From an optimization exercise on the open Yosys and OpenROAD flow, aimed at small area; shortcuts taken in it are not production practice. In this exercise RTL edits were held to simulation tests only and were not proved equivalent to the original. Power and IR drop assume default switching activity.

Setup of v6:
==> flow/design.v <==
module rf_nand2x4 (input [3:0] a, input [3:0] b, output [3:0] y);
    assign y = ~(a & b);
endmodule
module rf_nor2x4 (input [3:0] a, input [3:0] b, output [3:0] y);
    assign y = ~(a | b);
endmodule
module rf_nand4x4 (input [3:0] a, input [3:0] b, input [3:0] c, input [3:0] d,
                   output [3:0] y);
    assign y = ~(a & b & c & d);
endmodule
module rf_oa22x4 (input [3:0] a1, input [3:0] a2, input [3:0] b1,
                  input [3:0] b2, output [3:0] y);
    assign y = (a1 | a2) & (b1 | b2);
endmodule
module rf_aoi222x4 (input [3:0] a1, input [3:0] a2, input [3:0] b1,
                    input [3:0] b2, input [3:0] c1, input [3:0] c2,
                    output [3:0] y);
    assign y = ~((a1 & a2) | (b1 & b2) | (c1 & c2));
endmodule
module rf_wr4 (input [3:0] q, input s1n, input [3:0] d1, input s2n,
               input [3:0] d2, input h, output [3:0] d);
    assign d = ~(({4{s1n}} | d1) & ({4{s2n}} | d2) & ~({4{h}} & q));
endmodule
module rf_rd4 (input [15:0] sel, input [63:0] vn, output [3:0] y);
    wire [23:0] t;
    wire [3:0] a, b;
    genvar k;
    generate
        for (k = 0; k < 5; k = k + 1) begin : g
            rf_aoi222x4 u (.a1({4{sel[3*k]}}),   .a2(vn[12*k +: 4]),
                           .b1({4{sel[3*k+1]}}), .b2(vn[12*k+4 +: 4]),
                           .c1({4{sel[3*k+2]}}), .c2(vn[12*k+8 +: 4]),
                           .y(t[4*k +: 4]));
        end
    endgenerate
    rf_nand2x4 u_5 (.a({4{sel[15]}}), .b(vn[60 +: 4]), .y(t[20 +: 4]));
    rf_nand4x4 u_a (.a(t[0 +: 4]), .b(t[4 +: 4]), .c(t[8 +: 4]), .d(t[12 +: 4]), .y(a));
    rf_nand2x4 u_b (.a(t[16 +: 4]), .b(t[20 +: 4]), .y(b));
    rf_nor2x4  u_y (.a(a), .b(b), .y(y));
endmodule
module rf_vfiq4 (input fiq, input fiqn, input [3:0] usr, input [3:0] fq,
                 output [3:0] v);
    rf_oa22x4 u (.a1({4{fiq}}), .a2(usr), .b1({4{fiqn}}), .b2(fq), .y(v));
endmodule
module rf_vbank4 (input [5:0] c, input [23:0] r, output [3:0] v);
    wire [3:0] ya, yb;
    rf_aoi222x4 u_a (.a1({4{c[0]}}), .a2(r[0 +: 4]), .b1({4{c[1]}}), .b2(r[4 +: 4]),
                     .c1({4{c[2]}}), .c2(r[8 +: 4]), .y(ya));
    rf_aoi222x4 u_b (.a1({4{c[3]}}), .a2(r[12 +: 4]), .b1({4{c[4]}}), .b2(r[16 +: 4]),
                     .c1({4{c[5]}}), .c2(r[20 +: 4]), .y(yb));
    rf_nand2x4 u_n (.a(ya), .b(yb), .y(v));
endmodule
module registerfile (
    output wire [31:0] Rn_data,
    output wire [31:0] Rm_data,
    output wire [31:0] Rs_data,
    input wire [31:0] Rd_data,
    input wire [31:0] RdHi_data,
    input wire [3:0] Rn,
    input wire [3:0] Rm,
    input wire [3:0] Rs,
    input wire [3:0] Rd,
    input wire [3:0] RdHi,
    input wire [4:0] mode,
    input wire regWrite,
    input wire regHiWrite,
    input wire clk
);
function [5:0] mclass;   
    input [3:0] m;
    reg fiq, irq, svc, abt, und;
    begin
        fiq = m[0] & ~m[1];
        irq = m[1] & ~m[0];
        svc = m[1] & m[0] & ~m[2] & ~m[3];
        abt = m[2] & ~m[3];
        und = m[3] & ~m[2];
        mclass = {und, abt, svc, irq, fiq, ~(fiq | irq | svc | abt | und)};
    end
endfunction
function [30:0] phys;
    input [3:0] r;
    input [5:0] c;
    reg [15:0] d;
    begin
        d = 16'b1 << r;
        phys[7:0]   = d[7:0];
        phys[12:8]  = d[12:8] & {5{~c[1]}};
        phys[13]    = d[13] & c[0];
        phys[14]    = d[14] & c[0];
        phys[15]    = d[15];
        phys[22:16] = d[14:8] & {7{c[1]}};
        phys[24:23] = d[14:13] & {2{c[3]}};
        phys[26:25] = d[14:13] & {2{c[4]}};
        phys[28:27] = d[14:13] & {2{c[2]}};
        phys[30:29] = d[14:13] & {2{c[5]}};
    end
endfunction
wire [5:0]  wc = mclass(mode[3:0]);
wire [30:0] w1 = phys(Rd, wc) & {31{regWrite}};
wire [30:0] w2 = phys(RdHi, wc) & {31{regHiWrite}};
wire [30:0] w1n = ~w1;
wire [30:0] w2n = ~w2;
wire [30:0] wh = ~(w1 | w2);
reg  [991:0] Rq;
wire [991:0] Rq_nx;
genvar i, b;
generate
    for (i = 0; i < 31; i = i + 1) begin : g_reg
        for (b = 0; b < 32; b = b + 4) begin : g_w
            rf_wr4 u_w (.q(Rq[32*i + b +: 4]), .s1n(w1n[i]), .d1(Rd_data[b +: 4]),
                        .s2n(w2n[i]), .d2(RdHi_data[b +: 4]), .h(wh[i]),
                        .d(Rq_nx[32*i + b +: 4]));
        end
    end
endgenerate
always @(posedge clk)
    Rq <= Rq_nx;
reg [3:0] ra_n, ra_m, ra_s, rmode;
always @(posedge clk) begin
    ra_n  <= Rn;
    ra_m  <= Rm;
    ra_s  <= Rs;
    rmode <= mode[3:0];
end
wire [5:0] rc = mclass(rmode);
wire [5:0] rcn = ~rc;
wire [511:0] vn;
assign vn[0 +: 256] = Rq[0 +: 256];
assign vn[32*15 +: 32] = Rq[32*15 +: 32];
generate
    for (i = 8; i < 13; i = i + 1) begin : g_v_fiq
        for (b = 0; b < 32; b = b + 4) begin : g_b
            rf_vfiq4 u_v (.fiq(rc[1]), .fiqn(rcn[1]), .usr(Rq[32*i + b +: 4]),
                          .fq(Rq[32*(i + 8) + b +: 4]), .v(vn[32*i + b +: 4]));
        end
    end
    for (i = 13; i < 15; i = i + 1) begin : g_v_bank
        for (b = 0; b < 32; b = b + 4) begin : g_b
            rf_vbank4 u_v (.c({rc[5], rc[4], rc[2], rc[3], rc[1], rc[0]}),
                           .r({Rq[32*(i + 16) + b +: 4], Rq[32*(i + 12) + b +: 4],
                               Rq[32*(i + 14) + b +: 4], Rq[32*(i + 10) + b +: 4],
                               Rq[32*(i + 8) + b +: 4], Rq[32*i + b +: 4]}),
                           .v(vn[32*i + b +: 4]));
        end
    end
endgenerate
wire [15:0] sel_n = 16'b1 << ra_n;
wire [15:0] sel_m = 16'b1 << ra_m;
wire [15:0] sel_s = 16'b1 << ra_s;
generate
    for (b = 0; b < 32; b = b + 4) begin : g_rd
        wire [63:0] vb;
        for (i = 0; i < 16; i = i + 1) begin : g_col
            assign vb[4*i +: 4] = vn[32*i + b +: 4];
        end
        rf_rd4 u_n (.sel(sel_n), .vn(vb), .y(Rn_data[b +: 4]));
        rf_rd4 u_m (.sel(sel_m), .vn(vb), .y(Rm_data[b +: 4]));
        rf_rd4 u_s (.sel(sel_s), .vn(vb), .y(Rs_data[b +: 4]));
    end
endgenerate
endmodule
clock: 12.0 ns
lec_check: 0
cap_margin: 10
cell_pad_in_sites_detail_placement: 1
cell_pad_in_sites_global_placement: 1
core_margin: 2
core_utilization: 45
slew_margin: 10
synth_hierarchical: 1
standard.sh (not shown) runs the stock make flow with config.mk's settings and CLKGATE_MAP_FILE= SYNTH_SCRIPT=/design/flow/synth_recipe.tcl, a recipe that flattens the netlist after the stock synthesis.
==> flow/flow/run.sh <==
#!/bin/bash
set -euo pipefail
cd "$(dirname "$0")/.."
export BUFFER_PORTS_ARGS="-buffer_cell sky130_fd_sc_hd__buf_1"
export CTS_ARGS="-sink_clustering_enable -repair_clock_nets -dont_use_dummy_load -buf_list {sky130_fd_sc_hd__clkbuf_4} -sink_clustering_size 8 -sink_clustering_max_diameter 30"
bash standard.sh finish > flow_make.log 2>&1
Edits applied to the flow inputs when going from v6 to v7:
- CTS_BUF_LIST newly set to sky130_fd_sc_hd__clkbuf_4
- CTS_CLUSTER_DIAMETER newly set to 30
- CTS_CLUSTER_SIZE newly set to 8
==> flow/run.sh (new file) <==
#!/bin/bash
# synth_recipe.tcl (not shown) runs the flow's synth.tcl, then flattens the netlist and writes it again
# the make line also repeats each setting of config.mk as NAME=value (left out here)
make -C /OpenROAD-flow-scripts/flow DESIGN_CONFIG=/design/flow/config.mk WORK_HOME=/design/flow/orfs CLKGATE_MAP_FILE= SYNTH_SCRIPT=/design/flow/synth_recipe.tcl finish
removed: flow/flow/run.sh
removed: flow/standard.sh
Changes observed in v7 relative to v6: first-pass GRT wire length shows an increase of 6700 µm, clock insertion delay at the later pin of the skew report has increased, proportion of power drawn by flip-flops and latches went down by 7.4 points, cell internal power dissipation grew by 20%, share of flip-flops with an asynchronous set or reset neither gained nor lost much. Diff v7..v6 | area of combinational cells with multiple inputs | negligible. Cell count ends up lower on v6. | routed wire length | v7 vs v6 | 1.7% higher |. Final area was higher in the run labelled v7. Relative to v6, routability congestion estimate from global placement has gone down in v7.

port drivers added, routing unchanged:
No port has a modelled driver above. Below, the same layouts with a new extraction and two added sets of constraints. Step 1: set_driving_cell puts a clkbuf_16 on clk and a buf_2 on each other input, an assumption about the parent block. Step 2 adds t to the input delays and takes it off the output delays; t is the mean of the earliest and latest rising clock arrival at the registers after step 1. Input paths then give back, and output paths get back, about the clock's delay inside the block. a / b / c = ideal ports / drivers / drivers and shift; a / b = the first two.
| run | t, ns | setup WS [ns] | worst setup path after step 2 |
|---|---|---|---|
| v6 | 1.249 | 4.519 / 4.445 / 5.694 | register to output |
| v7 | 1.250 | 4.017 / 3.941 / 5.192 | register to output |
After both steps every run listed still meets setup and hold.
